This design comes from an exercise in tuning for small area, a short achievable clock period and few clock cycles per item on the open sky130 flow, not from production work. At most, simulation tests tie the RTL to the original design; equivalence was not proved. For run 8, only the layout was checked, not whether the RTL still works.

## design.v

```verilog
module absdiff (
	input  wire [30:0] x,
	input  wire [30:0] y,
	output wire [30:0] d,
	output wire        xgty,
	output wire        xeqy
);
localparam N = 31;
localparam L = 5;
wire [N-1:0] p0 = ~(x ^ y);
wire [N-1:0] g0 = x & ~y;
reg [N-1:0] G;
reg [N-1:0] P;
reg [N-1:0] c;
integer l, i;
always @* begin
	G = g0;
	P = p0;
	for (l = 0; l < L; l = l + 1)
		for (i = 0; i < N; i = i + 1)
			if ((i >> l) & 1) begin
				G[i] = G[i] | (P[i] & G[((i >> l) << l) - 1]);
				P[i] = P[i] & P[((i >> l) << l) - 1];
			end
	c[0] = G[N-1];
	for (i = 1; i < N; i = i + 1)
		c[i] = G[i-1] | (P[i-1] & G[N-1]);
end
wire gall = G[N-1];
assign d    = p0 ^ c ^ {N{~gall}};
assign xgty = gall;
assign xeqy = P[N-1];
endmodule
module top(
		input wire [31:0] opa,
		input wire [31:0] opb,
		input wire start,
		input wire rst,
		input wire clk,
		output reg done,
		output reg [31:0] result
);
reg        busy;
reg        sb;      
reg  [4:0] k;
reg [31:0] a;
reg [31:0] b;
wire        xgty;
wire        xeqy;
wire [30:0] dh;
wire [30:0] xh = a[31:1] & {31{b[0]}};
wire [30:0] yh = b[31:1] & {31{(a[0] | ~b[0]) & ~sb}};
absdiff u_absdiff(.x(xh), .y(yh), .d(dh), .xgty(xgty), .xeqy(xeqy));
wire za  = (a == 32'd0);
wire eqt = xeqy & a[0] & b[0];
wire fin = za | eqt;
wire kz  = (k == 5'd0);
always @* begin
	done   = busy & fin & kz;
	result = b;
end
wire accept = start & (~busy | done);
wire [2:0] tz = xh[2:0] ^ yh[2:0];
reg  [30:0] ds;
always @* begin
	if (tz[0])      ds = dh;
	else if (tz[1]) ds = {1'b0, dh[30:1]};
	else if (tz[2]) ds = {2'b0, dh[30:2]};
	else            ds = {3'b0, dh[30:3]};
end
reg  [4:0] kin;
wire [31:0] oab = opa | opb;
integer i;
always @* begin
	kin = 5'd0;
	for (i = 31; i >= 0; i = i - 1)
		if (oab[i]) kin = i[4:0];
	if (opa == 32'd0 || opb == 32'd0) kin = 5'd0;
end
always @(posedge clk or negedge rst) begin
	if (~rst) begin
		busy <= 1'b0;
	end else begin
		busy <= start | (busy & ~done);
	end
end
always @(posedge clk) begin
	sb <= fin & ~accept;
	if (accept) begin
		a <= opa;
		b <= opb;
		k <= kin;
	end else begin
		a <= {1'b0, ds};
		if (fin) begin
			b <= {b[30:0], 1'b0};
			k <= k - 5'd1;
		end else if (~xgty)
			b <= a;
	end
end
endmodule
```

## flow/run.sh

```bash
#!/bin/bash
# Standard layout, with plain buf_1 cells as the port buffers.
set -euo pipefail
export BUFFER_PORTS_ARGS="-buffer_cell sky130_fd_sc_hd__buf_1"
bash standard.sh > standard.log 2>&1
```

## standard.sh

```bash
#!/bin/bash
# synth_recipe.tcl (not shown) runs the flow's synth.tcl, then flattens the netlist and writes it again
# the make line also repeats each setting of config.mk as NAME=value (left out here)
make -C /OpenROAD-flow-scripts/flow DESIGN_CONFIG=/design/flow/config.mk WORK_HOME=/design/flow/orfs CLKGATE_MAP_FILE= SYNTH_SCRIPT=/design/flow/synth_recipe.tcl "${@:-finish}"
```

## config.mk

```make
export PLATFORM = sky130hd
export DESIGN_NAME = top
export DESIGN_NICKNAME = top
export VERILOG_FILES = /design/flow/design.v
export SDC_FILE = /design/flow/constraint.sdc
export NUM_CORES = 4
export LEC_CHECK = 0
export CAP_MARGIN = 20
export CORE_MARGIN = 2
export CORE_UTILIZATION = 40
export PLACE_DENSITY = 0.7
export SETUP_SLACK_MARGIN = 2.5
export SLEW_MARGIN = 20
```

## constraint.sdc

```tcl
create_clock -name core_clock -period 7.0 [get_ports {clk}]
set_input_delay 1.4000 -clock core_clock [delete_from_list [all_inputs] [get_ports {clk}]]
set_output_delay 1.4000 -clock core_clock [all_outputs]
set_load 0.01 [all_outputs]
```

==> results by group, run 1 <==
Run status
  • Run status: complete, no violations

Floorplanning
  • Core area: 0.0160 sq mm
  • Rows: 46
  • DIE WIDTH: 133 um
  • Die area: 0.0176 sq mm
  • Initial Utilization: 41.3%
  • Die height: 133 um
  • I/O pins: 100

Placed design
  • GP Congestion: 0.968
  • Port Buffer Count: 99
  • Placed Area: 0.00712 sq mm
  • Dpl hpwl: 17400 um

Setup path
  • Worst path cell trace: inv_1 -> a21oi_4 -> buf_12 -> nand2_1 -> ha_2 -> nand3_2 -> nor2_4 -> and3_2 -> a41oi_4 -> nor4b_2 -> buf_1
  • Worst Path Max Fanout: 15
  • Slowest CP cell: dfxtp_2
  • CP endpoint kind: output pin
  • Max stage delay on crit path: 0.40 ns
  • Setup CP Type: flop to output pin
  • Critical Path RT: 5.60 ns
  • Worst Path Arrival: 2.94 ns
  • Crit path launch type: flop

Synth
  • Ys Warns: 2
  • FF+latch count, synth: 71
  • Fraction of registers with async set/reset: 1.41%
  • Syn Inst Count: 824
  • Top_reg_cell synth: edfxtp_1
  • Seq/Total Area, Yosys: 27.2%
  • Synthesized area per cell: 8.02 sq um
  • Netlist cell types: 82
  • Post-Syn Area: 0.00661 sq mm
  • Syn_nets: 924
  • Post-synth EDFFs: 37

Timing
  • Tmin final: 4.34 ns
  • Worst slew pin tran: 0.798 ns
  • FMAX: 0.230 GHz
  • Final setup vio count: 0
  • TNS Setup: 0 ns
  • Clk_skew: 0.00573 ns
  • RSZ-0062 raised after global routing: no
  • Max Slew Vio Count: 0
  • Min Hold Slack: 0.588 ns
  • Final Hold Viols: 0
  • Worst slew margin: 46.8%
  • Final Cycle Share: 62.1%

Cells and area
  • Commonest non-fill, non-tap cell in the layout: nand2_1
  • Ratio of cells with drive above 1 in the final layout: 9.19%
  • Multi-input logic area: 0.00465 sq mm
  • Commonest non-fill, non-tap cells in the layout: 118 x nand2_1, 99 x buf_1, 78 x nor2_1, 62 x o21ai_0, 46 x a21oi_1
  • Antenna Cells: 0
  • Design area: 0.00761 sq mm
  • Nets: 1009
  • Layout fillers: 1608
  • Syn-to-layout area delta: 15.1%
  • Register Area: 0.00180 sq mm

Clock tree
  • # hold bufs at CTS: 0
  • Clk sinks: 71
  • Clk root buf: clkbuf_16
  • Clock H-tree levels: 3
  • Reg clk slew, reported paths: 0.06 ns
  • Clk Latency, worst-skew pair: 0.34 ns
  • CTS Buf Count: 9
  • Clock Path Buffers: 2
  • CTS tree: yes

Route
  • # DRC: 0
  • Avg Vias per Cell: 6.17
  • Post-Route WL: 23400 um
  • 1st-iter DRT viols: 998
  • DRT antenna net count: 0
  • Routed length per instance: 20.8 um
  • Pre-antenna DRT Iters: 6
  • DR vias: 6973

Global route
  • Largest net degree at the start of global routing: 58
  • Initial antenna violation count: 0
  • Congestion Overflow GR: 0
  • Total routing usage reported by global routing: 26.0%
  • First-pass GRT wire length: 36100 um
  • Number of global-route vias before repair: 6496

Worst hold path
  • Worst hold path class: flop to flop

Flow run
  • Max-cap viol count: 0
## critical path: cells and delay by family, from the launching register on
family | cells | cell delay, ns
buffers and inverters | 3 | 0.43
adder cells (fa/ha/maj) | 1 | 0.39
AND/OR/NAND/NOR | 5 | 0.98
flip-flops | 1 | 0.40
AO/OA/AOI/OAI | 2 | 0.39
## Yosys cell counts (6+ instances only)
master	instances	area share, %
and3_1	6	0.57
nand4_1	9	0.85
o21ai_1	9	0.68
xnor2_1	29	3.8
and2_1	35	3.3
a211oi_1	7	0.79
dfxtp_1	33	10
edfxtp_1	37	17
o21ai_0	62	4.7
clkbuf_1	26	1.5
buf_2	9	0.68
inv_1	13	0.74
a31oi_1	8	0.76
o22ai_1	18	1.7
mux2i_1	41	6.2
nor2_1	80	4.5
a21o_1	8	0.91
ha_1	33	6.2
o21bai_1	6	0.68
o211ai_1	7	0.79
nor3_1	11	0.83
a21oi_1	47	3.6
nand3_1	16	1.2
nor4_1	37	3.5
xor2_1	13	1.7
nand2_1	119	6.8
o31ai_1	7	0.79
## registers in the layout, indices dropped and copies added (netlist names)
name  cells
a        32
b        32
busy      1
k         5
sb        1
## layout make-up
| class | count | area share, % |
|---|---|---|
| multi-input combinational | 699 | 61.1 |
| clock inverter | 4 | 0.921 |
| inverter | 13 | 0.641 |
| sequential | 71 | 23.6 |
| timing repair buffer | 115 | 6.94 |
| tap | 216 | 3.55 |
| clock buffer | 12 | 3.24 |
## repair_timing
action	CTS	global route
setup endpoints to repair	107	75
gates cloned	1	0
resized for setup	5	15
pin swaps	3	3
setup buffers	5	4
## worst paths after layout
kind / from / to / slack (ns) / cells after the start
worst max-delay path: a[0] / done / 2.66 / 11
worst min-delay path: busy / busy / 0.59 / 2
worst max register to register: a[0] / b[11] / 2.83 / 13
worst min register to register: busy / busy / 0.59 / 2
max in group asynchronous: rst / busy / 6.09 / 1
min in group asynchronous: rst / busy / 0.82 / 1
## per-stage QoR
stage / utilization, % / setup slack, ns / instances
after floorplan: - / 2.56 / 824
after CTS: 47.0 / 2.46 / 1126
after global routing: 47.6 / 2.50 / 1130
after detailed placement: 44.5 / 1.50 / 1104
final: 47.6 / 2.66 / 1130
after global placement: 44.5 / 1.76 / 1104
## layer usage
metal / global-route usage, % / vias to the layer above / share of wire [%]
li1: - / 3236 / -
met3: 4.18 / 85 / 11
met4: 10.6 / 0 / 4.2
met5: 0 / - / 0
met1: 36.5 / 3173 / 42
met2: 39.8 / 479 / 43
## logic make-up after synthesis
group,count (synthesis),synth area share [%]
XOR/XNOR,48,7.04
adder cells (fa/ha/maj),33,6.25
flip-flops,71,27.2
AND/OR/NAND/NOR,336,24.2
buffers and inverters,55,4.13
multiplexers,43,6.61
AO/OA/AOI/OAI,238,24.6
Testbench counts, summed over its fixed seeds: cycles 52,913, items 2,400.
==> inputs of run 2 (changes only) <==
--- a/config.mk
+++ b/config.mk
@@ -9,5 +9,5 @@
 export CORE_MARGIN = 2
 export CORE_UTILIZATION = 40
-export PLACE_DENSITY = 0.7
+export PLACE_DENSITY = 0.5
 export SETUP_SLACK_MARGIN = 2.5
 export SLEW_MARGIN = 20
==> run 2 against run 1 <==
  * Still clean on timing, DRC and antenna
  * Wire length increased by 10%
  * Synthesized area stayed put
==> results by group, run 2 <==
Setup path
  • Reg-to-Reg End: a[29]
  • Setup CP Type: flop to output pin
  • R2R cell count: 15 (+2)
  • Critical path destination: done
  • Crit Reg-Reg Startpoint: a[0]
  • Critical Path RT: 5.60 ns (about the same)
  • Reg2reg setup slack: 2.78 ns (-0.05 ns)
  • Worst Path Arrival: 2.96 ns (+0.02 ns)
  • Crit path launch type: flop
  • Worst setup path startpoint: b[0]
  • CP endpoint kind: output pin
  • Worst Path Max Fanout: 34 (+19)

Timing
  • Clk_skew: 0.0105 ns (+0.00481 ns)
  • RSZ-0062 raised after global routing: no
  • Final Cycle Share: 62.2% (+0.15 points)
  • Max Slew Vio Count: 0 (unchanged)
  • Tmin final: 4.36 ns (+0.0105 ns)
  • Final setup vio count: 0 (unchanged)
  • Final Hold Viols: 0 (unchanged)
  • Worst slew margin: 45.5% (-1.3 points)
  • Fin worst setup slack: 2.64 ns (-0.0105 ns)
  • Min Hold Slack: 0.582 ns (-0.00648 ns)
  • Worst slew pin tran: 0.817 ns (+0.0198 ns)
  • FMAX: 0.230 GHz (-0.24%)
  • TNS Setup: 0 ns (unchanged)

Floorplanning
  • Core area: 0.0160 sq mm (unchanged)
  • Die area: 0.0176 sq mm (unchanged)
  • Initial Utilization: 41.3% (unchanged)
  • DIE WIDTH: 133 um (unchanged)
  • I/O pins: 100 (unchanged)
  • Die height: 133 um (unchanged)
  • Rows: 46 (unchanged)

Cells and area
  • Syn-to-layout area delta: 15.0%
  • Nets: 1010 (+0.099%)
  • Antenna Cells: 0 (unchanged)
  • Layout fillers: 1713 (+6.5%)
  • Commonest non-fill, non-tap cells in the layout: 118 x nand2_1, 99 x buf_1, 78 x nor2_1, 62 x o21ai_0, 46 x a21oi_1
  • Largest regs: a: 32 flops, b: 32 flops, k: 5 flops
  • Non-Filler Instances: 1131 (+0.088%)
  • Ratio of cells with drive above 1 in the final layout: 9.84% (+0.65 points)
  • Commonest non-fill, non-tap cell in the layout: nand2_1

Placed design
  • Worst slack, placed: 1.76 ns (+0.263 ns)
  • Placed Cells: 1106 (+0.18%)
  • Port Buffer Count: 99 (unchanged)
  • GP Congestion: 0.931 (-3.8%)
  • Dpl hpwl: 20300 um (+16%)

Synth
  • Post-Syn Area: 0.00661 sq mm (unchanged)
  • Simple-Gate Fraction of Synth Area: 24.2% (unchanged)
  • Post-synth EDFFs: 37 (unchanged)
  • Fraction of registers with async set/reset: 1.41% (unchanged)
  • Most common cell in the netlist: nand2_1
  • Cell taking the most area after synthesis: edfxtp_1
  • Syn Inst Count: 824 (unchanged)
  • Ys Warns: 2 (unchanged)
  • Post-synthesis mux area share: 6.61% (unchanged)
  • Post-synthesis xor/xnor area fraction: 7.04% (unchanged)
  • Synthesized area per cell: 8.02 sq um (unchanged)
  • Top_reg_cell synth: edfxtp_1
  • Synth Area in Compound Gates: 24.6% (unchanged)
  • Seq/Total Area, Yosys: 27.2% (unchanged)
  • Post-synth top cells: 119 x nand2_1, 80 x nor2_1, 62 x o21ai_0, 47 x a21oi_1, 41 x mux2i_1
  • Synth top area cells: edfxtp_1 17%, dfxtp_1 10%, nand2_1 6.8%
  • Adder-cell share of the synthesized area: 6.25% (unchanged)
  • Syn_nets: 924 (unchanged)
  • Netlist cell types: 82 (unchanged)
  • Yosys top cell area share: 16.8% (unchanged)
  • Largest family of logic cells by synthesized area: compound AO/OA/AOI/OAI gates
  • FF+latch count, synth: 71 (unchanged)

Clock tree
  • Clk root buf: clkbuf_16
  • Reg clk slew, reported paths: 0.06 ns (about the same)
  • CTS tree: yes
  • Clk Latency, worst-skew pair: 0.34 ns (about the same)
  • Clock H-tree levels: 3 (unchanged)
  • Clock Path Buffers: 2 (unchanged)
  • CTS Buf Count: 9 (unchanged)
  • Clk sinks: 71 (unchanged)

Global route
  • First-pass GRT wire length: 39400 um (+9.0%)
  • Initial antenna violation count: 0 (unchanged)
  • Total routing usage reported by global routing: 29.0% (+3.0 points)
  • Global route hottest layer: met1
  • Met2 Track Usage GR: 42.8% (+3.1 points)
  • Grt met1 use: 44.8% (+8.3 points)
  • Number of global-route vias before repair: 6597 (+1.6%)
  • Met3 Usage GRT: 4.06% (-0.11 points)
  • Largest net degree at the start of global routing: 58 (unchanged)
  • Congestion Overflow GR: 0 (unchanged)

Route
  • 1st-iter DRT viols: 634 (-36%)
  • Avg Vias per Cell: 6.07 (-1.6%)
  • Post-Route WL: 25900 um (+10%)
  • # DRC: 0 (unchanged)
  • Routed length per instance: 22.9 um (+10%)
  • Pre-antenna DRT Iters: 5 (-1)
  • DR vias: 6865 (-1.5%)
  • DRT antenna net count: 0 (unchanged)

Flow run
  • Max-cap viol count: 0 (unchanged)

Run status
  • Run status: complete, no violations

Worst hold path
  • Worst hold path class: flop to flop
[run 2: cell count changes in the layout (fill, tap and decap cells not counted), sizes merged]
| cell | previous run | this run |
|---|---|---|
| nor2 | 82 | 81 |
| clkinvlp | 0 | 3 |
| inv | 13 | 14 |
| clkbuf | 12 | 10 |
| bufinv | 2 | 0 |
| buf | 115 | 117 |
[run 2: layout make-up]
class,instances,area (sq um),area share (%)
multi-input cells,698,4660,61.3
flip-flops and latches,71,1800,23.7
repair buffers,117,536,7.05
well taps,216,270,3.56
clock buffers,10,250,3.29
inverters,13,48.8,0.642
clock inverters,6,42.5,0.560
[run 2: routing by layer]
layer  wire length, um  vias up
met4               263        0
met3              1930       19
met1             12800     3306
met5                 0        -
met2             10900      302
li1                  -     3238
[run 2: per-stage QoR]
stage | utilization (%) | area [sq um]
CTS | 47.0 | 7510
detailed placement | 44.7 | 7150
global placement | 44.7 | 7150
floorplan | - | 6620
finish | 47.5 | 7600
global route | 47.5 | 7600
[run 2: critical path, cell delays in order (launching register included)]
cell and delay, ns:
edfxtp_1 0.43, buf_4 0.27, and2_1 0.20, ha_2 0.39, nand3_2 0.19, nor2_2 0.21
and3_4 0.27, a41oi_4 0.18, nor4b_2 0.28, buf_1 0.18
[run 2: worst min-delay path by stage]
stage,from,to,slack (ns),cells past startpoint
2_1_floorplan,busy,busy,0.50,2
3_3_place_gp,busy,busy,0.55,2
3_5_place_dp,busy,busy,0.57,2
4_1_cts,busy,busy,0.59,2
5_1_grt,busy,busy,0.63,2
6_report,busy,busy,0.58,2
[run 2: timing repair]
| item | CTS | global route |
|---|---|---|
| pin swaps | 4 | 2 |
| buffers inserted | 3 | 6 |
| gates resized for setup | 11 | 11 |
| hold buffers | 0 | 0 |
| endpoints found under the setup margin | 102 | 49 |
[run 2: kinds of logic after synthesis]
family                     Yosys count
and+or+nand+nor                    336
AOI/OAI and AO/OA                  238
DFF                                 71
buffers and inverters               55
xor gates and xnor gates            48
muxes                               43
adders and majority gates           33
==> inputs of run 3 (changes only) <==
--- a/config.mk
+++ b/config.mk
@@ -8,6 +8,5 @@
 export CAP_MARGIN = 20
 export CORE_MARGIN = 2
-export CORE_UTILIZATION = 40
-export PLACE_DENSITY = 0.5
+export CORE_UTILIZATION = 50
 export SETUP_SLACK_MARGIN = 2.5
 export SLEW_MARGIN = 20
==> run 3 against run 2 <==
  * Sequential share of layout area is 0.24 points higher
  * Clock skew is 0.0026 ns lower
  * Critical path depth is 1 higher
  * Wire length is 7.2% lower
  * Synthesized cell count stayed put
  * Fmax is 2.4% lower
  * Worst setup slack worse by 0.11 ns
  * Non-clock buffer count is 7 lower
  * Hold slack worse by 0.0051 ns
  * Highest routed layer unchanged
==> results by group, run 3 <==
Cells and area
  • Nets: 1004 (-0.59%)
  • Ratio of cells with drive above 1 in the final layout: 8.58% (-1.3 points)
  • Largest regs: a: 32 flops, b: 32 flops, k: 5 flops
  • Commonest non-fill, non-tap cell in the layout: nand2_1
  • Syn-to-layout area delta: 13.8%
  • Antenna Cells: 0 (unchanged)
  • Design area: 0.00752 sq mm (-1.0%)
  • Layout fillers: 1249 (-27%)
  • Commonest non-fill, non-tap cells in the layout: 118 x nand2_1, 99 x buf_1, 78 x nor2_1, 62 x o21ai_0, 46 x a21oi_1

Worst hold path
  • End of the worst hold path: busy
  • Worst hold path class: flop to flop
  • Min-Delay Startpoint: busy
  • Worst hold stages: 2 (unchanged)

Clock tree
  • CTS Buf Count: 9 (unchanged)
  • Clk sinks: 71 (unchanged)
  • Clk Latency, worst-skew pair: 0.35 ns (about the same)
  • Clock H-tree levels: 3 (unchanged)
  • Clock Path Buffers: 2 (unchanged)
  • CTS tree: yes
  • # hold bufs at CTS: 0 (unchanged)
  • Clk root buf: clkbuf_16
  • Reg clk slew, reported paths: 0.06 ns (about the same)

Route
  • Pre-antenna DRT Iters: 5 (unchanged)
  • 1st-iter DRT viols: 713 (+12%)
  • Post-Route WL: 24000 um (-7.2%)
  • # DRC: 0 (unchanged)
  • DRT antenna net count: 0 (unchanged)
  • Routed length per instance: 22.2 um (-3.2%)
  • DR vias: 6932 (+0.98%)
  • Avg Vias per Cell: 6.39 (+5.3%)

Setup path
  • Slowest CP cell: edfxtp_1
  • Worst path cell trace: buf_4 -> buf_6 -> and2_1 -> ha_1 -> nand4_1 -> nor2_1 -> and3_4 -> a41oi_4 -> nor4b_2 -> buf_1
  • CP endpoint kind: output pin
  • Crit path launch type: flop
  • Max stage delay on crit path: 0.44 ns (about the same)
  • Worst Path Max Fanout: 18 (-47%)
  • Top delay family on crit path: simple AND/OR/NAND/NOR gates
  • Critical Path RT: 5.60 ns (about the same)
  • Reg2reg setup slack: 2.74 ns (-0.04 ns)
  • Crit Reg-Reg Startpoint: b[0]
  • Reg-to-Reg End: a[25]
  • Worst Path Arrival: 3.06 ns (+0.10 ns)
  • Setup CP Type: flop to output pin
  • R2R cell count: 14 (-1)
  • WP buf/inv: 3 (+1)

Global route
  • Total routing usage reported by global routing: 33.3% (+4.4 points)
  • Number of global-route vias before repair: 6514 (-1.3%)
  • Largest net degree at the start of global routing: 58 (unchanged)
  • Initial antenna violation count: 0 (unchanged)
  • First-pass GRT wire length: 36500 um (-7.2%)
  • Congestion Overflow GR: 0 (unchanged)

Floorplanning
  • I/O pins: 100 (unchanged)
  • DIE WIDTH: 119 um (-10%)
  • Rows: 42 (-8.7%)
  • Initial Utilization: 50.5% (+9.2 points)
  • Die height: 119 um (-10%)
  • Die area: 0.0142 sq mm (-19%)
  • Core area: 0.0131 sq mm (-18%)

Timing
  • Max Slew Vio Count: 0 (unchanged)
  • RSZ-0062 raised after global routing: no
  • Final Cycle Share: 63.8% (+1.5 points)
  • Final Hold Viols: 0 (unchanged)
  • Final setup vio count: 0 (unchanged)
  • Worst slew pin tran: 0.785 ns (-0.0321 ns)
  • Worst slew margin: 47.6% (+2.1 points)
  • FMAX: 0.224 GHz (-2.4%)
  • Clk_skew: 0.00799 ns (-0.00255 ns)
  • Tmin final: 4.46 ns (+0.108 ns)
  • TNS Setup: 0 ns (unchanged)

Synth
  • Syn_nets: 924 (unchanged)
  • Yosys top cell area share: 16.8% (unchanged)
  • Netlist cell types: 82 (unchanged)
  • FF+latch count, synth: 71 (unchanged)
  • Synthesized area per cell: 8.02 sq um (unchanged)
  • Most common cell in the netlist: nand2_1
  • Post-synth EDFFs: 37 (unchanged)
  • Top_reg_cell synth: edfxtp_1
  • Seq/Total Area, Yosys: 27.2% (unchanged)
  • Post-synth top cells: 119 x nand2_1, 80 x nor2_1, 62 x o21ai_0, 47 x a21oi_1, 41 x mux2i_1
  • Ys Warns: 2 (unchanged)
  • Synth top area cells: edfxtp_1 17%, dfxtp_1 10%, nand2_1 6.8%
  • Post-Syn Area: 0.00661 sq mm (unchanged)
  • Cell taking the most area after synthesis: edfxtp_1
  • Fraction of registers with async set/reset: 1.41% (unchanged)
  • Syn Inst Count: 824 (unchanged)

Placed design
  • Port Buffer Count: 99 (unchanged)
  • GP Congestion: 0.984 (+5.7%)
  • Dpl hpwl: 18300 um (-9.6%)
  • Placed Area: 0.00707 sq mm (-1.0%)

Run status
  • Run status: complete, no violations

Flow run
  • Max-cap viol count: 0 (unchanged)
run 3: final cells by class:
type / instances / area (sq um) / share of cell area, %
Inverter: 13 / 48.8 / 0.649
Clock buffer: 11 / 254 / 3.38
Tap cell: 176 / 220 / 2.93
Timing Repair Buffer: 110 / 487 / 6.47
Multi-Input combinational cell: 699 / 4660 / 61.9
Clock inverter: 5 / 56.3 / 0.748
Sequential cell: 71 / 1800 / 23.9
run 3: layer usage:
layer	track usage (%)	up-vias	part of all wire [%]
met5	0	-	0
met4	12.0	0	2.1
met3	6.47	37	10
met2	47.5	385	42
met1	49.7	3291	46
li1	-	3219	-
run 3: timing repair:
item                                    CTS  global route
resized for setup                        11            11
buffers inserted                          4             1
pin swaps                                 3             1
endpoints found under the setup margin  107            15
hold endpoints to repair                  0             0
gates cloned                              1             0
run 3: worst max path at each step:
stage	from	end	slack, ns	cells after the start
global placement	b[0]	done	1.53	10
global route	b[0]	done	2.46	10
finish	b[0]	done	2.54	10
CTS	a[0]	done	2.50	12
detailed placement	b[0]	b[10]	1.38	12
floorplan	b[0]	done	2.56	12
run 3: kinds of logic after synthesis:
family                     after synthesis  share of synthesized area [%]
and+or+nand+nor                        336                           24.2
AOI/OAI and AO/OA                      238                           24.6
DFF                                     71                           27.2
buffers and inverters                   55                           4.13
xor gates and xnor gates                48                           7.04
muxes                                   43                           6.61
adders and majority gates               33                           6.25
run 3: per-stage QoR:
stage,worst slack (ns),utilization [%],std cells,hold WS [ns]
CTS,2.50,57.1,1084,0.584
detailed placement,1.38,54.1,1063,0.572
global route,2.46,57.5,1085,0.644
floorplan,2.56,-,824,0.504
finish,2.54,57.5,1085,0.577
global placement,1.53,54.1,1063,0.550
run 3: worst register-to-register path: cells and delay by family (launching register included):
family	cells	cell delay, ns
AOI/OAI and AO/OA	7	1.72
xor gates and xnor gates	1	0.40
adders and majority gates	1	0.34
buffers and inverters	2	0.43
DFF	1	0.44
and+or+nand+nor	3	0.79
==> inputs of run 4 (changes only) <==
--- a/config.mk
+++ b/config.mk
@@ -8,5 +8,5 @@
 export CAP_MARGIN = 20
 export CORE_MARGIN = 2
-export CORE_UTILIZATION = 50
+export CORE_UTILIZATION = 30
 export SETUP_SLACK_MARGIN = 2.5
 export SLEW_MARGIN = 20
==> run 4 against run 3 <==
  * Still clean on timing, DRC and antenna
  * Largest cell class unchanged
  * Worst setup slack improved by 0.097 ns
  * Clock-buffer cell count did not move
  * Via count shrank 1.1%
  * Critical endpoint unchanged
==> results by group, run 4 <==
Placed design
  • GP Congestion: 0.924 (-6.1%)
  • Placed Cells: 1170 (+10%)
  • Dpl hpwl: 18600 um (+1.6%)
  • Port Buffer Count: 99 (unchanged)

Route
  • Routed length per instance: 20.2 um (-8.7%)
  • Avg Vias per Cell: 5.74 (-10%)
  • Post-Route WL: 24200 um (+0.50%)
  • DR vias: 6854 (-1.1%)
  • Pre-antenna DRT Iters: 5 (unchanged)
  • # DRC: 0 (unchanged)
  • 1st-iter DRT viols: 778 (+9.1%)
  • DRT antenna net count: 0 (unchanged)

Timing
  • Final Cycle Share: 62.4% (-1.4 points)
  • Clk_skew: 0.00991 ns (+0.00193 ns)
  • Tmin final: 4.37 ns (-0.0966 ns)
  • Worst slew pin tran: 0.826 ns (+0.0403 ns)
  • Worst slew margin: 45.0% (-2.7 points)
  • Final Hold Viols: 0 (unchanged)
  • TNS Setup: 0 ns (unchanged)
  • Max Slew Vio Count: 0 (unchanged)
  • RSZ-0062 raised after global routing: no
  • FMAX: 0.229 GHz (+2.2%)
  • Final setup vio count: 0 (unchanged)

Cells and area
  • Nets: 1010 (+0.60%)
  • Largest regs: a: 32 flops, b: 32 flops, k: 5 flops
  • Antenna Cells: 0 (unchanged)
  • Non-Filler Instances: 1195 (+10%)
  • Syn-to-layout area delta: 15.1%
  • Commonest non-fill, non-tap cell in the layout: nand2_1
  • Layout fillers: 2329 (+86%)
  • Commonest non-fill, non-tap cells in the layout: 118 x nand2_1, 98 x buf_1, 78 x nor2_1, 62 x o21ai_0, 46 x a21oi_1
  • Ratio of cells with drive above 1 in the final layout: 8.74% (+0.16 points)

Setup path
  • WP buf/inv: 3 (unchanged)
  • Critical path destination: done
  • Crit Reg-Reg Startpoint: b[0]
  • Worst Path Max Fanout: 14 (-4)
  • R2R cell count: 13 (-1)
  • Worst setup path startpoint: b[0]
  • Setup CP Type: flop to output pin
  • Crit path launch type: flop
  • Worst Path Arrival: 2.97 ns (-0.09 ns)
  • Critical path depth: 11 (+1)
  • Reg-to-Reg End: b[9]
  • Max stage delay on crit path: 0.49 ns (+0.05 ns)
  • Slowest CP cell: edfxtp_1
  • Top delay family on crit path: simple AND/OR/NAND/NOR gates
  • Worst path cell trace: a21oi_4 -> buf_12 -> buf_4 -> nand2_1 -> ha_2 -> and3_1 -> nand3_1 -> nor2_2 -> a41oi_4 -> nor4b_2 -> clkbuf_2
  • Critical Path RT: 5.60 ns (about the same)
  • Reg2reg setup slack: 2.77 ns (+0.03 ns)
  • CP endpoint kind: output pin

Synth
  • Post-Syn Area: 0.00661 sq mm (unchanged)
  • Seq/Total Area, Yosys: 27.2% (unchanged)
  • Cell taking the most area after synthesis: edfxtp_1
  • Ys Warns: 2 (unchanged)
  • Fraction of registers with async set/reset: 1.41% (unchanged)
  • FF+latch count, synth: 71 (unchanged)
  • Syn_nets: 924 (unchanged)
  • Syn Inst Count: 824 (unchanged)
  • Top_reg_cell synth: edfxtp_1
  • Synthesized area per cell: 8.02 sq um (unchanged)
  • Most common cell in the netlist: nand2_1
  • Synth top area cells: edfxtp_1 17%, dfxtp_1 10%, nand2_1 6.8%
  • Netlist cell types: 82 (unchanged)
  • Post-synth EDFFs: 37 (unchanged)
  • Yosys top cell area share: 16.8% (unchanged)
  • Post-synth top cells: 119 x nand2_1, 80 x nor2_1, 62 x o21ai_0, 47 x a21oi_1, 41 x mux2i_1

Run status
  • Run status: complete, no violations

Clock tree
  • CTS tree: yes
  • Reg clk slew, reported paths: 0.05 ns (about the same)
  • Clk Latency, worst-skew pair: 0.33 ns (-0.02 ns)
  • Clk root buf: clkbuf_16
  • CTS Buf Count: 9 (unchanged)
  • Clock H-tree levels: 3 (unchanged)
  • Clk sinks: 71 (unchanged)
  • Clock Path Buffers: 2 (unchanged)

Global route
  • Total routing usage reported by global routing: 20.2% (-13 points)
  • Largest net degree at the start of global routing: 58 (unchanged)
  • Congestion Overflow GR: 0 (unchanged)
  • Initial antenna violation count: 0 (unchanged)
  • Number of global-route vias before repair: 6491 (-0.35%)
  • First-pass GRT wire length: 37300 um (+2.2%)

Worst hold path
  • Min-Delay Startpoint: busy
  • Worst hold stages: 2 (unchanged)
  • Worst hold path class: flop to flop

Floorplanning
  • I/O pins: 100 (unchanged)
  • DIE WIDTH: 152 um (+28%)
  • Initial Utilization: 30.4% (-20 points)
  • Die height: 152 um (+28%)
  • Core area: 0.0218 sq mm (+66%)
  • Rows: 54 (+29%)
  • Die area: 0.0232 sq mm (+64%)

Flow run
  • Max-cap viol count: 0 (unchanged)
-- run 4: repair_timing --
action	CTS	global route
pin swaps	3	2
buffers inserted	6	2
resized for setup	2	11
endpoints found under the setup margin	77	71
cloned	1	0
endpoints found under the hold margin	0	0
hold buffers	0	0
-- run 4: final cells by class --
class | instances | area [sq um] | share of cell area, %
repair buffers | 116 | 529 | 6.96
inverters | 13 | 48.8 | 0.641
well taps | 280 | 350 | 4.60
clock buffers | 11 | 233 | 3.06
multi-input cells | 699 | 4620 | 60.8
clock inverters | 5 | 25.0 | 0.329
flip-flops and latches | 71 | 1800 | 23.6
-- run 4: per-stage QoR --
| step | cell area (sq um) | util (%) | worst slack [ns] | hold slack, ns |
|---|---|---|---|---|
| global route | 7610 | 35.0 | 2.49 | 0.660 |
| CTS | 7570 | 34.8 | 2.45 | 0.589 |
| floorplan | 6620 | - | 2.56 | 0.504 |
| global placement | 7230 | 33.2 | 1.92 | 0.560 |
| finish | 7610 | 35.0 | 2.63 | 0.612 |
| detailed placement | 7230 | 33.2 | 2.18 | 0.574 |
-- run 4: cell families (layout without fill, tap and decap cells) --
group	Yosys count	after routing	share of synthesized area, %
buffers and inverters	55	145	4.13
adder cells (fa/ha/maj)	33	33	6.25
multiplexers	43	43	6.61
flip-flops	71	71	27.2
AND/OR/NAND/NOR	336	336	24.2
AO/OA/AOI/OAI	238	239	24.6
XOR/XNOR	48	48	7.04
-- run 4: worst min-delay path by stage --
stage / endpoint / slack (ns)
global route: b[0] / 0.66
detailed placement: busy / 0.57
floorplan: busy / 0.50
global placement: busy / 0.56
finish: busy / 0.61
CTS: busy / 0.59
-- run 4: per-layer routing --
metal  GRT usage, %  vias up  wire length (um)
met5              0        -                 0
met4           7.41        0               773
met3           3.07       54              1770
met2           31.4      334             10900
met1           28.3     3231             10700
li1               -     3235                 -
-- run 4: worst min-delay path, cell delays in order, from the launching register on --
cell and delay (ns):
dfrtp_1 0.35, o31ai_1 0.13, nand2b_1 0.10
==> inputs of run 5 (changes only) <==
--- a/config.mk
+++ b/config.mk
@@ -9,4 +9,4 @@
 export CORE_MARGIN = 2
 export CORE_UTILIZATION = 30
-export SETUP_SLACK_MARGIN = 2.5
+export SETUP_SLACK_MARGIN = 2.7
 export SLEW_MARGIN = 20
==> run 5 against run 4 <==
  * Non-clock buffer count rose by 7
  * Global-route usage rose by 0.10 points
  * Hold slack got worse by 0.011 ns
  * Fmax rose by 2.1%
  * Utilization rose by 1.9 points
  * Design area rose by 5.5%
  * Clock-buffer cell count fell by 1
  * Wire length rose by 3.0%
  * Via count rose by 1.3%
  * Critical endpoint unchanged
  * Largest cell class unchanged
==> results by group, run 5 <==
Run status
  • Run status: complete, no violations

Cells and area
  • Syn-to-layout area delta: 21.4%
  • Register Area: 0.00180 sq mm (unchanged)
  • Non-Filler Instances: 1203 (+0.67%)
  • Antenna Cells: 0 (unchanged)
  • Nets: 1018 (+0.79%)
  • Commonest non-fill, non-tap cells in the layout: 118 x nand2_1, 98 x buf_1, 78 x nor2_1, 62 x o21ai_0, 46 x a21oi_1
  • Multi-input logic area: 0.00495 sq mm (+7.0%)
  • Design area: 0.00803 sq mm (+5.5%)
  • Layout fillers: 2286 (-1.8%)
  • Ratio of cells with drive above 1 in the final layout: 12.4% (+3.6 points)
  • Largest regs: a: 32 flops, b: 32 flops, k: 5 flops
  • Commonest non-fill, non-tap cell in the layout: nand2_1

Timing
  • Final Hold Viols: 0 (unchanged)
  • Worst slew pin tran: 0.787 ns (-0.0388 ns)
  • Clk_skew: 0.00539 ns (-0.00452 ns)
  • FMAX: 0.234 GHz (+2.1%)
  • Max Slew Vio Count: 0 (unchanged)
  • Final setup vio count: 0 (unchanged)
  • Final Cycle Share: 61.1% (-1.3 points)
  • Worst slew margin: 47.5% (+2.6 points)
  • Tmin final: 4.28 ns (-0.0879 ns)
  • Fin worst setup slack: 2.72 ns (+0.0879 ns)
  • RSZ-0062 raised after global routing: yes
  • TNS Setup: 0 ns (unchanged)

Floorplanning
  • DIE WIDTH: 152 um (unchanged)
  • Core area: 0.0218 sq mm (unchanged)
  • Die area: 0.0232 sq mm (unchanged)
  • Die height: 152 um (unchanged)
  • Rows: 54 (unchanged)
  • I/O pins: 100 (unchanged)
  • Initial Utilization: 30.4% (unchanged)

Synth
  • Top_reg_cell synth: edfxtp_1
  • Post-synth EDFFs: 37 (unchanged)
  • Synthesized area per cell: 8.02 sq um (unchanged)
  • FF+latch count, synth: 71 (unchanged)
  • Fraction of registers with async set/reset: 1.41% (unchanged)
  • Synth top area cells: edfxtp_1 17%, dfxtp_1 10%, nand2_1 6.8%
  • Post-synth top cells: 119 x nand2_1, 80 x nor2_1, 62 x o21ai_0, 47 x a21oi_1, 41 x mux2i_1
  • Cell taking the most area after synthesis: edfxtp_1
  • Yosys top cell area share: 16.8% (unchanged)
  • Post-Syn Area: 0.00661 sq mm (unchanged)
  • Most common cell in the netlist: nand2_1
  • Syn_nets: 924 (unchanged)
  • Netlist cell types: 82 (unchanged)
  • Ys Warns: 2 (unchanged)
  • Syn Inst Count: 824 (unchanged)
  • Seq/Total Area, Yosys: 27.2% (unchanged)

Placed design
  • Placed Cells: 1169 (-0.085%)
  • Placed Area: 0.00721 sq mm (-0.26%)
  • GP Congestion: 0.943 (+2.1%)
  • Dpl hpwl: 18600 um (-0.36%)
  • Port Buffer Count: 99 (unchanged)
  • Worst slack, placed: 1.94 ns (-0.236 ns)

Setup path
  • Crit path launch type: flop
  • Worst Path Arrival: 2.88 ns (-0.09 ns)
  • CP endpoint kind: output pin
  • Worst Path Max Fanout: 17 (+3)
  • Setup CP Type: flop to output pin
  • Critical Path RT: 5.60 ns (about the same)

Route
  • DR vias: 6941 (+1.3%)
  • Pre-antenna DRT Iters: 6 (+1)
  • DRT antenna net count: 0 (unchanged)
  • Post-Route WL: 24900 um (+3.0%)
  • 1st-iter DRT viols: 879 (+13%)
  • # DRC: 0 (unchanged)
  • Avg Vias per Cell: 5.77 (+0.60%)
  • Routed length per instance: 20.7 um (+2.4%)

Global route
  • Total routing usage reported by global routing: 20.3% (+0.10 points)
  • First-pass GRT wire length: 37600 um (+0.72%)
  • Largest net degree at the start of global routing: 58 (unchanged)
  • Number of global-route vias before repair: 6539 (+0.74%)
  • Congestion Overflow GR: 0 (unchanged)
  • Initial antenna violation count: 0 (unchanged)

Clock tree
  • Clock Path Buffers: 2 (unchanged)
  • Clk sinks: 71 (unchanged)
  • Clock H-tree levels: 3 (unchanged)
  • # hold bufs at CTS: 0 (unchanged)
  • Clk Latency, worst-skew pair: 0.34 ns (about the same)
  • CTS Buf Count: 9 (unchanged)
  • Clk root buf: clkbuf_16
  • Reg clk slew, reported paths: 0.06 ns (about the same)
  • CTS tree: yes

Worst hold path
  • Worst hold path class: flop to flop

Flow run
  • Max-cap viol count: 0 (unchanged)
-- run 5: path summary, 6_finish.rpt --
check / startpoint / end / slack, ns / cells after the start
setup / recovery: b[0] / done / 2.72 / 10
hold / removal: busy / busy / 0.60 / 2
setup reg to reg: b[0] / a[8] / 2.86 / 15
hold reg to reg: busy / busy / 0.60 / 2
max in group asynchronous: rst / busy / 6.09 / 1
min in group asynchronous: rst / busy / 0.81 / 1
-- run 5: critical path, cell delays in order (launching register included) --
cell and delay, ns:
edfxtp_1 0.46, a21oi_4 0.26, buf_8 0.18, nand2_1 0.12
ha_4 0.33, and4_1 0.24, nand3_4 0.12, nor2_4 0.17
a41oi_4 0.19, nor4b_4 0.28, clkbuf_2 0.17
-- run 5: logic make-up after synthesis --
family          after synthesis  share of synthesized area (%)
simple gates                336                           24.2
compound gates              238                           24.6
flops                        71                           27.2
buf+inv                      55                           4.13
xor+xnor                     48                           7.04
mux                          43                           6.61
fa+ha+maj                    33                           6.25
-- run 5: cell type report --
| type | instances | area share, % |
|---|---|---|
| inverters | 13 | 0.608 |
| clock buffers | 10 | 2.85 |
| repair buffers | 123 | 7.08 |
| clock inverters | 6 | 1.06 |
| well taps | 280 | 4.37 |
| flip-flops and latches | 71 | 22.4 |
| multi-input cells | 700 | 61.6 |
-- run 5: repair_timing --
action	4_1_cts	5_1_grt
cloned	1	1
buffers inserted	2	14
pin swaps	4	7
endpoints found under the hold margin	0	0
resized for setup	19	40
endpoints found under the setup margin	102	75
-- run 5: through the flow --
step                utilization (%)  hold slack (ns)
floorplan                         -            0.516
global placement               33.2            0.573
detailed placement             33.2            0.578
CTS                            35.1            0.593
global route                   36.9            0.642
finish                         36.9            0.600
-- run 5: layer usage --
metal,up-vias,part of all wire [%],GRT usage [%]
li1,3263,-,-
met1,3259,43,27.7
met2,355,45,32.1
met3,64,7.8,3.47
met4,0,3.6,7.67
met5,-,0,0
==> inputs of run 6 (changes only) <==
--- a/config.mk
+++ b/config.mk
@@ -8,5 +8,5 @@
 export CAP_MARGIN = 20
 export CORE_MARGIN = 2
-export CORE_UTILIZATION = 30
-export SETUP_SLACK_MARGIN = 2.7
+export CORE_UTILIZATION = 40
+export SETUP_SLACK_MARGIN = 2.75
 export SLEW_MARGIN = 20
==> run 6 against run 5 <==
  * Clock skew is 0.0019 ns higher
  * Flip-flop and latch count stayed put
  * Highest routed layer unchanged
  * Still clean
==> results by group, run 6 <==
Synth
  • Synth top area cells: edfxtp_1 17%, dfxtp_1 10%, nand2_1 6.8%
  • Ys Warns: 2 (unchanged)
  • Yosys top cell area share: 16.8% (unchanged)
  • Cell taking the most area after synthesis: edfxtp_1
  • Synthesized area per cell: 8.02 sq um (unchanged)
  • Post-synth EDFFs: 37 (unchanged)
  • Syn Inst Count: 824 (unchanged)
  • Top_reg_cell synth: edfxtp_1
  • Seq/Total Area, Yosys: 27.2% (unchanged)
  • Netlist cell types: 82 (unchanged)
  • Most common cell in the netlist: nand2_1
  • FF+latch count, synth: 71 (unchanged)
  • Post-Syn Area: 0.00661 sq mm (unchanged)
  • Post-synth top cells: 119 x nand2_1, 80 x nor2_1, 62 x o21ai_0, 47 x a21oi_1, 41 x mux2i_1
  • Fraction of registers with async set/reset: 1.41% (unchanged)
  • Syn_nets: 924 (unchanged)

Setup path
  • Critical path depth: 13 (+3)
  • Worst path most repeated cell: buf_12
  • Critical Path RT: 5.60 ns (about the same)
  • Setup CP Type: flop to output pin
  • Reg-to-Reg End: a[4]
  • Worst Path Arrival: 2.96 ns (+0.08 ns)
  • Critical path destination: done
  • Slowest CP cell: edfxtp_1
  • Max stage delay on crit path: 0.43 ns (-0.03 ns)
  • Crit path launch type: flop
  • Crit Reg-Reg Startpoint: b[0]
  • R2R cell count: 18 (+3)
  • Worst path cell trace: buf_12 -> a21oi_4 -> buf_6 -> buf_16 -> nand2_8 -> ha_4 -> nand4_1 -> nor2_1 -> and3_4 -> a41oi_4 -> buf_12 -> nor4b_4 -> buf_2
  • WP buf/inv: 5 (+3)
  • CP endpoint kind: output pin
  • Reg2reg setup slack: 2.77 ns (-0.09 ns)
  • Top delay family on crit path: buffers and inverters
  • Worst setup path startpoint: b[0]
  • Worst Path Max Fanout: 7 (-10)

Global route
  • Number of global-route vias before repair: 6951 (+6.3%)
  • Total routing usage reported by global routing: 28.4% (+8.2 points)
  • Initial antenna violation count: 0 (unchanged)
  • Congestion Overflow GR: 0 (unchanged)
  • First-pass GRT wire length: 39400 um (+4.8%)
  • Largest net degree at the start of global routing: 59 (+1.7%)

Cells and area
  • Nets: 1065 (+4.6%)
  • Register Area: 0.00180 sq mm (about the same)
  • Multi-input logic area: 0.00524 sq mm (+6.0%)
  • Layout fillers: 1523 (-33%)
  • Core Util, Final: 54.9% (+18 points)
  • Syn-to-layout area delta: 32.9%
  • Antenna Cells: 0 (unchanged)
  • Commonest non-fill, non-tap cell in the layout: nand2_1
  • Commonest non-fill, non-tap cells in the layout: 103 x nand2_1, 98 x buf_1, 78 x nor2_1, 61 x o21ai_0, 59 x buf_4
  • Largest regs: a: 32 flops, b: 32 flops, k: 5 flops
  • Ratio of cells with drive above 1 in the final layout: 21.0% (+8.7 points)

Timing
  • Final setup vio count: 0 (unchanged)
  • Final Hold Viols: 0 (unchanged)
  • FMAX: 0.229 GHz (-1.8%)
  • Final Cycle Share: 62.2% (+1.1 points)
  • Tmin final: 4.36 ns (+0.0793 ns)
  • Worst slew margin: 44.8% (-2.7 points)
  • Clk_skew: 0.00730 ns (+0.00191 ns)
  • Min Hold Slack: 0.594 ns (-0.00645 ns)
  • Worst slew pin tran: 0.827 ns (+0.0405 ns)
  • RSZ-0062 raised after global routing: yes
  • Max Slew Vio Count: 0 (unchanged)
  • TNS Setup: 0 ns (unchanged)

Route
  • Avg Vias per Cell: 6.21 (+7.6%)
  • Routed length per instance: 22.0 um (+6.3%)
  • # DRC: 0 (unchanged)
  • 1st-iter DRT viols: 901 (+2.5%)
  • Post-Route WL: 26100 um (+4.8%)
  • Pre-antenna DRT Iters: 5 (-1)
  • DR vias: 7363 (+6.1%)
  • DRT antenna net count: 0 (unchanged)

Clock tree
  • # hold bufs at CTS: 0 (unchanged)
  • Clk Latency, worst-skew pair: 0.33 ns (about the same)
  • CTS tree: yes
  • Clk sinks: 71 (unchanged)
  • Clock H-tree levels: 3 (unchanged)
  • CTS Buf Count: 9 (unchanged)
  • Clock Path Buffers: 2 (unchanged)
  • Reg clk slew, reported paths: 0.06 ns (about the same)
  • Clk root buf: clkbuf_16

Placed design
  • Dpl hpwl: 17900 um (-3.5%)
  • GP Congestion: 0.908 (-3.7%)
  • Port Buffer Count: 99 (unchanged)

Floorplanning
  • Initial Utilization: 41.3% (+11 points)
  • Die area: 0.0176 sq mm (-24%)
  • Core area: 0.0160 sq mm (-26%)
  • Rows: 46 (-15%)
  • DIE WIDTH: 133 um (-13%)
  • I/O pins: 100 (unchanged)
  • Die height: 133 um (-13%)

Flow run
  • Max-cap viol count: 0 (unchanged)

Worst hold path
  • Worst hold path class: flop to flop

Run status
  • Run status: complete, no violations
-- run 6: layer usage --
| layer | wire (um) | part of all wire [%] | GRT usage (%) |
|---|---|---|---|
| met1 | 11000 | 42 | 40.1 |
| met2 | 11800 | 45 | 43.3 |
| met3 | 2510 | 9.6 | 5.25 |
| met4 | 840 | 3.2 | 10.6 |
| met5 | 0 | 0 | 0 |
-- run 6: worst reg2reg max path, stage by stage, from the launching register on --
cell       delay [ns]
edfxtp_1         0.43
buf_12           0.16
a21oi_4          0.19
buf_6            0.16
buf_16           0.15
nand2_2          0.08
ha_4             0.29
buf_6            0.22
a21oi_4          0.11
o21ai_2          0.25
a22oi_2          0.16
a211oi_4         0.35
nor2_4           0.09
buf_12           0.19
o311ai_2         0.35
a21oi_1          0.18
xnor2_2          0.20
a2111oi_2        0.47
nor2_1           0.09
-- run 6: how the worst min path moves through the flow --
stage                     startpoint    to  slack [ns]  cells after the start
after floorplan                 busy  busy        0.52                      2
after global placement          busy  busy        0.58                      2
after detailed placement        busy  busy        0.59                      2
after CTS                       busy  busy        0.59                      2
after global routing            busy  busy        0.65                      2
final                           busy  busy        0.59                      2
-- run 6: area by class of cell --
type	instances	share of cell area, %
tap	216	3.08
sequential	71	20.5
clock buffer	10	2.61
timing repair buffer	172	12.6
multi-input combinational	698	59.7
inverter	13	0.556
clock inverter	6	0.969
-- run 6: logic make-up (layout without fill, tap and decap cells) --
logic type,count (synthesis),count (layout),share of synthesized area [%]
xor gates and xnor gates,48,48,7.04
adders and majority gates,33,33,6.25
DFF,71,71,27.2
and+or+nand+nor,336,336,24.2
muxes,43,43,6.61
AOI/OAI and AO/OA,238,238,24.6
buffers and inverters,55,201,4.13
-- run 6: through the flow --
| stage | cell area [sq um] | cells | setup WS, ns |
|---|---|---|---|
| 6_report | 8780 | 1186 | 2.64 |
| 3_3_place_gp | 7150 | 1105 | 2.01 |
| 2_1_floorplan | 6630 | 824 | 2.78 |
| 5_1_grt | 8780 | 1186 | 2.54 |
| 3_5_place_dp | 7150 | 1105 | 1.86 |
| 4_1_cts | 8410 | 1165 | 2.66 |
-- run 6: repair_timing --
| action | CTS | global route |
|---|---|---|
| setup buffers | 39 | 21 |
| gates cloned | 5 | 0 |
| pin swaps | 32 | 29 |
| gates resized for setup | 84 | 39 |
| setup endpoints to repair | 106 | 72 |
==> inputs of run 7 (changes only) <==
--- a/config.mk
+++ b/config.mk
@@ -6,7 +6,7 @@
 export NUM_CORES = 4
 export LEC_CHECK = 0
-export CAP_MARGIN = 20
+export CAP_MARGIN = 0
 export CORE_MARGIN = 2
 export CORE_UTILIZATION = 40
-export SETUP_SLACK_MARGIN = 2.75
-export SLEW_MARGIN = 20
+export SETUP_SLACK_MARGIN = 2.5
+export SLEW_MARGIN = 0
==> run 7 against run 6 <==
  * Highest routed layer unchanged
  * Worst setup slack improved by 0.0085 ns
  * Still clean on timing, DRC and antenna
  * First-iteration DRC count fell by 33%
  * Register-to-register slack is essentially flat
  * Sequential share of layout area rose by 3.1 points
==> results by group, run 7 <==
Floorplanning
  • Core area: 0.0160 sq mm (unchanged)
  • Die area: 0.0176 sq mm (unchanged)
  • Initial Utilization: 41.3% (unchanged)
  • DIE WIDTH: 133 um (unchanged)
  • Rows: 46 (unchanged)
  • Die height: 133 um (unchanged)
  • I/O pins: 100 (unchanged)

Worst hold path
  • Min-Delay Startpoint: busy
  • Worst hold path class: flop to flop

Clock tree
  • Clock H-tree levels: 3 (unchanged)
  • Clk Latency, worst-skew pair: 0.34 ns (about the same)
  • Reg clk slew, reported paths: 0.06 ns (about the same)
  • Clock Path Buffers: 2 (unchanged)
  • Clk root buf: clkbuf_16
  • CTS tree: yes
  • CTS Buf Count: 9 (unchanged)
  • Clk sinks: 71 (unchanged)
  • # hold bufs at CTS: 0 (unchanged)

Placed design
  • Placed Area: 0.00711 sq mm (-0.51%)
  • Dpl hpwl: 18200 um (+1.7%)
  • Port Buffer Count: 99 (unchanged)
  • GP Congestion: 0.934 (+2.9%)

Synth
  • Most common cell in the netlist: nand2_1
  • Fraction of registers with async set/reset: 1.41% (unchanged)
  • Post-Syn Area: 0.00661 sq mm (unchanged)
  • Post-synth top cells: 119 x nand2_1, 80 x nor2_1, 62 x o21ai_0, 47 x a21oi_1, 41 x mux2i_1
  • Syn Inst Count: 824 (unchanged)
  • Synth top area cells: edfxtp_1 17%, dfxtp_1 10%, nand2_1 6.8%
  • Post-synth EDFFs: 37 (unchanged)
  • Netlist cell types: 82 (unchanged)
  • Yosys top cell area share: 16.8% (unchanged)
  • Seq/Total Area, Yosys: 27.2% (unchanged)
  • FF+latch count, synth: 71 (unchanged)
  • Cell taking the most area after synthesis: edfxtp_1
  • Synthesized area per cell: 8.02 sq um (unchanged)
  • Ys Warns: 2 (unchanged)
  • Syn_nets: 924 (unchanged)
  • Top_reg_cell synth: edfxtp_1

Cells and area
  • Layout fillers: 1707 (+12%)
  • Commonest non-fill, non-tap cells in the layout: 118 x nand2_1, 98 x buf_1, 78 x nor2_1, 62 x o21ai_0, 46 x a21oi_1
  • Syn-to-layout area delta: 15.3%
  • Ratio of cells with drive above 1 in the final layout: 9.96% (-11 points)
  • Commonest non-fill, non-tap cell in the layout: nand2_1
  • Design area: 0.00762 sq mm (-13%)
  • Antenna Cells: 0 (unchanged)
  • Largest regs: a: 32 flops, b: 32 flops, k: 5 flops
  • Nets: 1009 (-5.3%)

Route
  • 1st-iter DRT viols: 606 (-33%)
  • Pre-antenna DRT Iters: 6 (+1)
  • Max layer used: met4
  • Post-Route WL: 23800 um (-8.9%)
  • DRT antenna net count: 0 (unchanged)
  • Met2 wire len: 10300 um (-12%)
  • Avg Vias per Cell: 6.08 (-2.0%)
  • # DRC: 0 (unchanged)
  • WL met1: 11000 um (+0.28%)
  • Met3 routed WL: 1830 um (-27%)
  • DR vias: 6875 (-6.6%)
  • Routed length per instance: 21.0 um (-4.4%)

Timing
  • Worst slew pin tran: 0.836 ns (+0.00898 ns)
  • Final setup vio count: 0 (unchanged)
  • Max Slew Vio Count: 0 (unchanged)
  • Final Hold Viols: 0 (unchanged)
  • Final Cycle Share: 62.1% (-0.12 points)
  • Clk_skew: 0.00572 ns (-0.00158 ns)
  • Tmin final: 4.35 ns (-0.00852 ns)
  • Worst slew margin: 44.2% (-0.60 points)
  • FMAX: 0.230 GHz (+0.20%)
  • TNS Setup: 0 ns (unchanged)
  • RSZ-0062 raised after global routing: no

Global route
  • Initial antenna violation count: 0 (unchanged)
  • First-pass GRT wire length: 36400 um (-7.6%)
  • Total routing usage reported by global routing: 26.4% (-2.0 points)
  • Congestion Overflow GR: 0 (unchanged)
  • Largest net degree at the start of global routing: 58 (-1.7%)
  • Number of global-route vias before repair: 6391 (-8.1%)

Setup path
  • Worst Path Max Fanout: 16 (+9)
  • Worst setup path startpoint: b[0]
  • Crit path launch type: flop
  • Crit Reg-Reg Startpoint: b[0]
  • Setup CP Type: flop to output pin
  • CP endpoint kind: output pin
  • Critical Path RT: 5.60 ns (about the same)
  • Worst Path Arrival: 2.95 ns (about the same)

Run status
  • Run status: complete, no violations

Flow run
  • Max-cap viol count: 0 (unchanged)
## run 7: cell counts after synthesis
No cell type changed its count.
## run 7: area by class of cell
cell class | count | area [sq um] | area share [%]
Clock buffer | 10 | 239 | 3.14
Sequential cell | 71 | 1800 | 23.6
Tap cell | 216 | 270 | 3.55
Inverter | 13 | 48.8 | 0.640
Multi-Input combinational cell | 698 | 4690 | 61.5
Timing Repair Buffer | 116 | 519 | 6.81
Clock inverter | 6 | 60.1 | 0.788
## run 7: worst paths after layout
path,depth (start not counted),end,slack [ns]
worst max-delay path,10,done,2.65
worst min-delay path,2,busy,0.61
worst max register to register,12,b[3],2.77
worst min register to register,2,busy,0.61
max in group asynchronous,1,busy,6.08
min in group asynchronous,1,busy,0.82
## run 7: repair_timing
action,CTS,global route
buffers inserted,4,7
cloned,0,0
setup endpoints to repair,107,48
resized for setup,15,17
pin swaps,2,4
## run 7: layer usage
metal	up-vias	GRT usage, %
met5	-	0
met4	0	8.24
met3	52	3.72
met2	331	40.0
met1	3254	38.7
li1	3238	-
## run 7: cells by family after synthesis
| group | Yosys count | share of synthesized area (%) |
|---|---|---|
| AO/OA/AOI/OAI | 238 | 24.6 |
| buffers and inverters | 55 | 4.13 |
| AND/OR/NAND/NOR | 336 | 24.2 |
| XOR/XNOR | 48 | 7.04 |
| adder cells (fa/ha/maj) | 33 | 6.25 |
| multiplexers | 43 | 6.61 |
| flip-flops | 71 | 27.2 |
## run 7: critical path, stage by stage (launching register included)
cell      delay (ns)
edfxtp_1        0.46
a21oi_4         0.28
buf_8           0.19
nand2_1         0.10
ha_2            0.40
and4_1          0.23
nand3_2         0.16
nor2_4          0.18
a41oi_4         0.17
nor4b_2         0.28
clkbuf_2        0.17
## run 7: metrics by stage
stage | utilization [%] | hold WS, ns | worst slack [ns] | cells
floorplan | - | 0.504 | 2.56 | 824
global placement | 44.4 | 0.567 | 1.64 | 1103
detailed placement | 44.4 | 0.598 | 1.46 | 1103
CTS | 46.9 | 0.613 | 2.56 | 1123
global route | 47.6 | 0.671 | 2.50 | 1130
finish | 47.6 | 0.612 | 2.65 | 1130
==> inputs of run 8 (changes only) <==
--- a/design.v
+++ b/design.v
@@ -42,5 +42,5 @@
 );
 reg        busy;
-reg        sb;      
+reg        gy;      
 reg  [4:0] k;
 reg [31:0] a;
@@ -50,5 +50,5 @@
 wire [30:0] dh;
 wire [30:0] xh = a[31:1] & {31{b[0]}};
-wire [30:0] yh = b[31:1] & {31{(a[0] | ~b[0]) & ~sb}};
+wire [30:0] yh = b[31:1] & {31{gy}};
 absdiff u_absdiff(.x(xh), .y(yh), .d(dh), .xgty(xgty), .xeqy(xeqy));
 wire za  = (a == 32'd0);
@@ -85,6 +85,8 @@
 	end
 end
+wire an0 = accept ? opa[0] : ((|tz) | dh[3]);
+wire bn0 = accept ? opb[0] : (~fin & (xgty ? b[0] : a[0]));
 always @(posedge clk) begin
-	sb <= fin & ~accept;
+	gy <= (an0 | ~bn0) & (accept | ~fin);
 	if (accept) begin
 		a <= opa;
==> run.sh (new file) <==
#!/bin/bash
# synth_recipe.tcl (not shown) runs the flow's synth.tcl, then flattens the netlist and writes it again
# the make line also repeats each setting of config.mk as NAME=value (left out here)
make -C /OpenROAD-flow-scripts/flow DESIGN_CONFIG=/design/flow/config.mk WORK_HOME=/design/flow/orfs CLKGATE_MAP_FILE= SYNTH_SCRIPT=/design/flow/synth_recipe.tcl finish
--- a/config.mk
+++ b/config.mk
@@ -6,7 +6,7 @@
 export NUM_CORES = 4
 export LEC_CHECK = 0
-export CAP_MARGIN = 0
+export CAP_MARGIN = 20
 export CORE_MARGIN = 2
 export CORE_UTILIZATION = 40
-export SETUP_SLACK_MARGIN = 2.5
-export SLEW_MARGIN = 0
+export SETUP_SLACK_MARGIN = 2
+export SLEW_MARGIN = 20
removed: flow/run.sh
removed: standard.sh
==> run 8 against run 7 <==
  * Critical path type unchanged
  * Die area grew 3.4%
  * Clock-buffer cell count grew 2
  * Clock skew grew 0.0083 ns
  * Design area grew 10%
  * Register-to-register slack lost 0.34 ns
  * Global-route usage grew 3.1 points
==> results by group, run 8 <==
Run status
  • Run status: complete, no violations

Synth
  • Cell taking the most area after synthesis: edfxtp_1
  • Post-synthesis xor/xnor area fraction: 4.23% (-2.8 points)
  • Syn Inst Count: 884 (+7.3%)
  • Post-Syn Area: 0.00684 sq mm (+3.5%)
  • Syn_nets: 983 (+6.4%)
  • Post-synth top cells: 114 x nand2_1, 75 x o21ai_0, 67 x nor2_1, 59 x a21oi_1, 40 x and2_1
  • Simple-Gate Fraction of Synth Area: 25.5% (+1.2 points)
  • Post-synthesis mux area share: 5.12% (-1.5 points)
  • Synth Area in Compound Gates: 29.3% (+4.7 points)

Timing
  • Worst slew margin: 40.4% (-3.8 points)
  • Max Slew Vio Count: 0 (unchanged)
  • Clk_skew: 0.0140 ns (+0.00827 ns)
  • Worst slew pin tran: 0.890 ns (+0.0536 ns)
  • Final Hold Viols: 0 (unchanged)
  • Final Cycle Share: 69.4% (+7.3 points)

Clock tree
  • CTS tree: yes
  • Clock H-tree levels: 3 (unchanged)
  • Clk sinks: 71 (unchanged)

Global route
  • First-pass GRT wire length: 41300 um (+13%)
  • Number of global-route vias before repair: 7044 (+10%)
  • Congestion Overflow GR: 0 (unchanged)
  • Largest net degree at the start of global routing: 39 (-33%)

Setup path
  • Worst Path Arrival: 3.46 ns (+0.51 ns)
  • Critical Path RT: 5.60 ns (about the same)

Worst hold path
  • Worst hold path class: flop to flop
  • Min-Delay Startpoint: busy

Floorplanning
  • I/O pins: 100 (unchanged)
  • Core area: 0.0166 sq mm (+4.0%)
  • Die height: 135 um (+1.7%)

Cells and area
  • Largest regs: a: 32 flops, b: 32 flops, k: 5 flops
  • Ratio of cells with drive above 1 in the final layout: 5.60% (-4.4 points)

Route
  • Post-Route WL: 27100 um (+14%)
[run 8: cell types whose count changed after synthesis, moves of 11 or more]
cell | previous run | this run
a31oi_1 | 8 | 19
o21ai_0 | 62 | 75
a21oi_1 | 47 | 59
o22ai_1 | 18 | 6
a221oi_1 | 3 | 16
nor2_1 | 80 | 67
[run 8: cell type report]
type / instances / area, sq um / area share (%)
sequential: 71 / 1800 / 21.4
multi-input combinational: 756 / 4850 / 57.8
clock inverter: 4 / 77.6 / 0.924
clock buffer: 12 / 258 / 3.07
tap: 220 / 275 / 3.28
inverter: 10 / 37.5 / 0.447
timing repair buffer: 112 / 1100 / 13.1
[run 8: what timing repair did]
item	CTS	global route
pin swaps	0	1
resized for setup	5	8
endpoints found under the setup margin	86	3
buffers inserted	3	1
[run 8: worst max-delay path by stage]
stage | from | endpoint | slack (ns)
final | b[0] | done | 2.14
after global routing | b[0] | done | 2.01
after CTS | gy | done | 2.02
after detailed placement | b[0] | k[0] | 1.57
after global placement | b[0] | done | 1.62
after floorplan | b[0] | done | 2.57
[run 8: critical path: stages, from the launching register on]
cell and delay, ns:
edfxtp_1 0.36, buf_4 0.18, buf_4 0.17, and2_1 0.17, ha_1 0.39, and4_2 0.32
nand3_2 0.15, nor3_4 0.36, a41oi_4 0.20, nor3b_1 0.23, clkdlybuf4s50_1 0.58
[run 8: per-stage QoR]
| step | util [%] | cell area, sq um | setup slack [ns] | cells |
|---|---|---|---|---|
| after floorplan | - | 6840 | 2.57 | 884 |
| after global placement | 47.9 | 7970 | 1.62 | 1165 |
| after detailed placement | 47.9 | 7970 | 1.57 | 1165 |
| after CTS | 50.2 | 8350 | 2.02 | 1184 |
| after global routing | 50.4 | 8400 | 2.01 | 1185 |
| final | 50.4 | 8400 | 2.14 | 1185 |
[run 8: kinds of logic after synthesis]
family                     Yosys count
buffers and inverters               57
DFF                                 71
xor gates and xnor gates            33
muxes                               35
AOI/OAI and AO/OA                  301
and+or+nand+nor                    355
adders and majority gates           32
[run 8: routing by layer]
metal | track usage [%] | share of wire, %
met5 | 0 | 0
met2 | 41.7 | 42
met3 | 6.01 | 9.0
met1 | 45.4 | 47
met4 | 7.54 | 1.9

[re-timing with driven ports]
How much do the figures lean on ideal ports? The routed layouts below were timed once more, with nothing changed but the port constraints. Step 1 assumes that a clkbuf_16 drives the clock port and a buf_2 every other input. Step 2 also shifts input and output timing later by t, the mid clock arrival at the registers, as if the neighbouring blocks saw the same clock. a / b / c = no drivers / after step 1 / after step 2; a / b = the first two.
| run | t (ns) | slack for setup (ns) | clock arrival spread, ns | worst data-port slew with drivers (ns) |
|---|---|---|---|---|
| run 1 | 0.370 | 2.656 / 2.618 / 2.831 | 0.005 / 0.005 | 0.04 |
| run 2 | 0.378 | 2.645 / 2.604 / 2.785 | 0.010 / 0.010 | 0.05 |
| run 3 | 0.381 | 2.537 / 2.497 / 2.745 | 0.008 / 0.008 | 0.04 |
| run 4 | 0.367 | 2.634 / 2.596 / 2.769 | 0.010 / 0.010 | 0.04 |
| run 5 | 0.374 | 2.722 / 2.684 / 2.859 | 0.006 / 0.005 | 0.05 |
| run 6 | 0.367 | 2.643 / 2.604 / 2.770 | 0.007 / 0.007 | 0.03 |
| run 7 | 0.371 | 2.651 / 2.613 / 2.775 | 0.006 / 0.006 | 0.04 |
| run 8 | 0.368 | 2.140 / 2.099 / 2.432 | 0.014 / 0.014 | 0.04 |
After both steps every run listed still meets setup and hold.
